This is an optimization exercise on Yosys and OpenROAD, whose aim is small area, a short achievable clock period and few clock cycles per item, not a production implementation. Where RTL was checked, it was by simulation tests only, not by an equivalence proof against the original. No activity file was given, so power comes from the tool's default toggle rates.

==> flow/design.v <==
module onp_calc(
    input clk,
    input rst,
    input [3:0] in_data,
    input wr_data,
    output [31:0] result,
    output result_ready
    );
    reg  [23:0] P;
    reg         ps;
    reg  [20:0] S;
    reg         snz;      
    reg         szero;    
    reg         spush;    
    reg  [13:0] M;
    reg         ms;
    reg   [1:0] nic;      
    reg         pmul;     
    reg         rdy;
    reg         init;
    reg t_dig, t_pm, t_sub, t_mul, t_eq, t_lp, t_rp;
    reg x2, x4, x8, xs, y1, y2, yn;
    wire clr = rdy | init;
    wire tv  = t_dig | t_pm | t_mul | t_eq | t_lp | t_rp;
    reg [3:0] fst [0:4];
    wire inh = ~pmul;
    wire [3:0] ftop = fst[0];
    wire f_szero = ftop[3], f_spush = ftop[2], f_inh = ftop[1], f_ms = ftop[0];
    integer i;
    always @(posedge clk)
        if (t_lp) begin
            fst[0] <= {szero, spush, inh, ms};
            for (i = 1; i < 5; i = i + 1) fst[i] <= fst[i-1];
        end else if (t_rp) begin
            for (i = 0; i < 4; i = i + 1) fst[i] <= fst[i+1];
        end
    reg ps_nx, szero_nx;
    always @* begin
        ps_nx = ps;
        if (clr | t_rp | t_eq) ps_nx = 1'b0;
        else if (t_pm) ps_nx = ms ^ t_sub;
        szero_nx = szero;
        if (clr | t_lp) szero_nx = 1'b1;
        else if (t_pm) szero_nx = 1'b0;
        else if (t_rp) szero_nx = f_szero;
    end
    wire [3:0] d = in_data;
    wire w_dig = wr_data & ~(d[3] & (d[2] | d[1]));
    wire w_as  = wr_data & (d == 4'hA || d == 4'hB || d == 4'hD || d == 4'hF);
    always @(posedge clk) begin
        t_dig <= w_dig;
        t_pm  <= wr_data & (d == 4'hA || d == 4'hB);
        t_mul <= wr_data & (d == 4'hC);
        t_eq  <= wr_data & (d == 4'hD);
        t_lp  <= wr_data & (d == 4'hE);
        t_rp  <= wr_data & (d == 4'hF);
        x2 <= w_dig & (d == 4'd2 || d == 4'd3);
        x4 <= w_dig & (d == 4'd4 || d == 4'd5 || d == 4'd6);
        x8 <= w_dig & (d == 4'd7 || d == 4'd8 || d == 4'd9);
        xs <= w_as & ~szero_nx;
        y1 <= (w_dig & (d == 4'd1 || d == 4'd3 || d == 4'd5 || d == 4'd9)) | (w_as & ~ps_nx);
        y2 <= w_dig & (d == 4'd6);
        yn <= (w_dig & (d == 4'd7)) | (w_as & ps_nx);
    end
    always @(posedge clk)
        t_sub <= d[0];
    wire [23:0] X = ({24{x2}} & {P[22:0], 1'b0})
                  | ({24{x4}} & {P[21:0], 2'b0})
                  | ({24{x8}} & {P[20:0], 3'b0})
                  | ({24{xs}} & {{3{S[20]}}, S});
    wire [23:0] Y = ({24{y1}} & P)
                  | ({24{y2}} & {P[22:0], 1'b0})
                  | ({24{yn}} & ~P);
    wire [24:0] sum1 = {X, 1'b1} + {Y, yn};
    wire [23:0] sum = sum1[24:1];
    reg [13:0] s0;
    reg [7:0]  s1;
    reg [7:0]  msave;
    wire push_s = t_pm & szero & snz;
    wire pop_s  = t_rp & ~szero & spush;
    always @(posedge clk) begin
        if (push_s) begin
            s0 <= S[13:0];
            s1 <= s0[7:0];
        end else if (pop_s) begin
            s0 <= {{6{s1[7]}}, s1};
        end
        if (t_lp & ~inh) msave <= M[7:0];
    end
    always @(posedge clk or posedge rst)
        if (rst) begin
            rdy <= 1'b0;
            init <= 1'b1;
        end else begin
            init <= 1'b0;
            rdy <= t_eq;
        end
    always @(posedge clk) begin
        szero <= szero_nx;
        if (clr) begin
            snz <= 1'b0;
            spush <= 1'b0;
            nic <= 2'd0;
            pmul <= 1'b0;
        end else if (tv) begin
            pmul <= t_mul;
            if (t_pm) begin
                snz <= 1'b1;
                if (szero) spush <= snz;
            end
            if (t_lp) begin
                spush <= 1'b0;
                if (~inh) nic <= nic + 2'd1;
            end
            if (t_rp) begin
                if (~szero) snz <= spush;
                spush <= f_spush;
                if (~f_inh) nic <= nic - 2'd1;
            end
        end
    end
    always @(posedge clk) begin
        ps <= ps_nx;
        if (clr) begin
            P <= 24'd1;
            S <= 21'd0;
            M <= 14'd1;
            ms <= 1'b0;
        end else begin
            if (t_dig | t_rp | t_eq) P <= sum;
            if (t_pm) begin
                S <= sum[20:0];
                P <= {{10{M[13]}}, M};
            end
            if (t_lp) begin
                if (~inh) M <= P[13:0];
                ms <= ps;
            end
            if (t_rp) begin
                if (~szero) S <= spush ? {{7{s0[13]}}, s0} : 21'd0;
                ms <= f_ms;
                if (~f_inh) M <= (nic == 2'd1) ? 14'd1 : {{6{msave[7]}}, msave};
            end
        end
    end
    assign result = {{8{P[23]}}, P};
    assign result_ready = rdy;
endmodule
export LEC_CHECK = 0
export CAP_MARGIN = 20
export CORE_MARGIN = 2
export CORE_UTILIZATION = 40
export CTS_BUF_LIST = sky130_fd_sc_hd__clkbuf_8
export SLEW_MARGIN = 20
create_clock -name core_clock -period 9.0 [get_ports {clk}]
standard.sh (not shown) runs the stock make flow with config.mk's settings and CLKGATE_MAP_FILE= SYNTH_SCRIPT=/design/flow/synth_recipe.tcl, a recipe that flattens the netlist after the stock synthesis.
==> flow/flow/run.sh <==
#!/bin/bash
set -euo pipefail
MARGIN=6.0
bash standard.sh synth > synth.log 2>&1
bash standard.sh SETUP_SLACK_MARGIN=$MARGIN "BUFFER_PORTS_ARGS=-buffer_cell sky130_fd_sc_hd__buf_1" finish > layout.log 2>&1
Change:
==> flow/design.v (replaced) <==
module onp_calc(
    input clk,
    input rst,
    input [3:0] in_data,
    input wr_data,
    output [31:0] result,
    output result_ready
    );
    reg  [23:0] P;
    reg         ps;
    reg  [20:0] S;
    reg         szero;    
    reg   [1:0] nzc;      
    reg  [13:0] M;
    reg         ms;
    reg   [1:0] nic;      
    reg         pmul;     
    reg         rdy;
    reg         init;
    reg t_dig, t_pm, t_sub, t_mul, t_eq, t_lp, t_rp;
    reg x4, x8, xs, y1, y2, yn;
    wire clr = rdy | init;
    wire tv  = t_dig | t_pm | t_mul | t_eq | t_lp | t_rp;
    reg [2:0] fst [0:4];
    wire inh = ~pmul;
    wire [2:0] ftop = fst[0];
    wire f_szero = ftop[2], f_inh = ftop[1], f_ms = ftop[0];
    integer i;
    always @(posedge clk)
        if (t_lp) begin
            fst[0] <= {szero, inh, ms};
            for (i = 1; i < 5; i = i + 1) fst[i] <= fst[i-1];
        end else if (t_rp) begin
            for (i = 0; i < 4; i = i + 1) fst[i] <= fst[i+1];
        end
    reg ps_nx, szero_nx;
    always @* begin
        ps_nx = ps;
        if (clr | t_rp | t_eq) ps_nx = 1'b0;
        else if (t_pm) ps_nx = ms ^ t_sub;
        szero_nx = szero;
        if (clr | t_lp) szero_nx = 1'b1;
        else if (t_pm) szero_nx = 1'b0;
        else if (t_rp) szero_nx = f_szero;
    end
    wire [3:0] d = in_data;
    wire w_dig = wr_data & ~(d[3] & (d[2] | d[1]));
    wire w_as  = wr_data & (d == 4'hA || d == 4'hB || d == 4'hD || d == 4'hF);
    always @(posedge clk) begin
        t_dig <= w_dig;
        t_pm  <= wr_data & (d == 4'hA || d == 4'hB);
        t_mul <= wr_data & (d == 4'hC);
        t_eq  <= wr_data & (d == 4'hD);
        t_lp  <= wr_data & (d == 4'hE);
        t_rp  <= wr_data & (d == 4'hF);
        x4 <= w_dig & (d == 4'd3 || d == 4'd4 || d == 4'd5 || d == 4'd6);
        x8 <= w_dig & (d == 4'd7 || d == 4'd8 || d == 4'd9);
        xs <= w_as & ~szero_nx;
        y1 <= (w_dig & (d == 4'd1 || d == 4'd5 || d == 4'd9)) | (w_as & ~ps_nx);
        y2 <= w_dig & (d == 4'd2 || d == 4'd6);
        yn <= (w_dig & (d == 4'd3 || d == 4'd7)) | (w_as & ps_nx);
    end
    always @(posedge clk)
        t_sub <= d[0];
    wire [23:0] X = ({24{x4}} & {P[21:0], 2'b0})
                  | ({24{x8}} & {P[20:0], 3'b0})
                  | ({24{xs}} & {{3{S[20]}}, S});
    wire [23:0] Y = ({24{y1}} & P)
                  | ({24{y2}} & {P[22:0], 1'b0})
                  | ({24{yn}} & ~P);
    wire [24:0] sum1 = {X, 1'b1} + {Y, yn};
    wire [23:0] sum = sum1[24:1];
    reg [13:0] s0;
    reg [7:0]  s1;
    reg [7:0]  msave;
    wire held   = (nzc != 2'd0);
    wire push_s = t_pm & szero & held;
    wire pop_s  = t_rp & ~szero & held;
    always @(posedge clk) begin
        if (push_s) begin
            s0 <= S[13:0];
            s1 <= s0[7:0];
        end else if (pop_s) begin
            s0 <= {{6{s1[7]}}, s1};
        end
        if (t_lp & ~inh) msave <= M[7:0];
    end
    always @(posedge clk or posedge rst)
        if (rst) begin
            rdy <= 1'b0;
            init <= 1'b1;
        end else begin
            init <= 1'b0;
            rdy <= t_eq;
        end
    always @(posedge clk) begin
        szero <= szero_nx;
        if (clr) begin
            nzc <= 2'd0;
            nic <= 2'd0;
            pmul <= 1'b0;
        end else if (tv) begin
            pmul <= t_mul;
            if (t_lp) begin
                if (~szero) nzc <= nzc + 2'd1;
                if (~inh) nic <= nic + 2'd1;
            end
            if (t_rp) begin
                if (~f_szero) nzc <= nzc - 2'd1;
                if (~f_inh) nic <= nic - 2'd1;
            end
        end
    end
    always @(posedge clk) begin
        ps <= ps_nx;
        if (clr) begin
            P <= 24'd1;
            S <= 21'd0;
            M <= 14'd1;
            ms <= 1'b0;
        end else begin
            if (t_dig | t_rp | t_eq) P <= sum;
            if (t_pm) begin
                S <= sum[20:0];
                P <= {{10{M[13]}}, M};
            end
            if (t_lp) begin
                if (~inh) M <= P[13:0];
                ms <= ps;
            end
            if (t_rp) begin
                if (~szero) S <= held ? {{7{s0[13]}}, s0} : 21'd0;
                ms <= f_ms;
                if (~f_inh) M <= (nic == 2'd1) ? 14'd1 : {{6{msave[7]}}, msave};
            end
        end
    end
    assign result = {{8{P[23]}}, P};
    assign result_ready = rdy;
endmodule
Cell area fell by a few percent. Cell count fell slightly. Wire length fell by a few percent. Sequential power fell by a few percent. Worst setup slack gets better by 0.024 ns.
Testbench counts after the change, summed over its fixed seeds: cycles 30,450, exprs 2,400.
Function not checked in the first run of this note: the RTL went through the layout flow alone.

## port drivers added, routing unchanged
The flow's constraints put no driver on any port. The routed layouts listed below were extracted and timed again, unchanged, in two steps.
Step 1 assumes that a clkbuf_16 drives the clock port and a buf_2 every other input.
Step 2 moves the port delays by t, midway between the first and last clock arrival at a register: inputs arrive t later, outputs are due t later. That takes back most of the time a late clock gives input paths.
Three values: ideal ports, drivers, drivers and shift; two values: the first two.
run	t (ns)	setup slack, ns	hold slack, ns	worst setup path at the end	worst data-port slew with drivers (ns)
the first run	0.479	6.035 / 5.998 / 6.060	0.403 / 0.403 / 0.403	register to register	0.03
the second run	0.491	6.059 / 6.019 / 6.026	0.403 / 0.403 / 0.403	input to register	0.03
After both steps setup and hold are still met in every run listed. For the second run, which loses most, drivers alone change the setup slack by -0.040 ns; drivers and shift together by -0.033 ns.
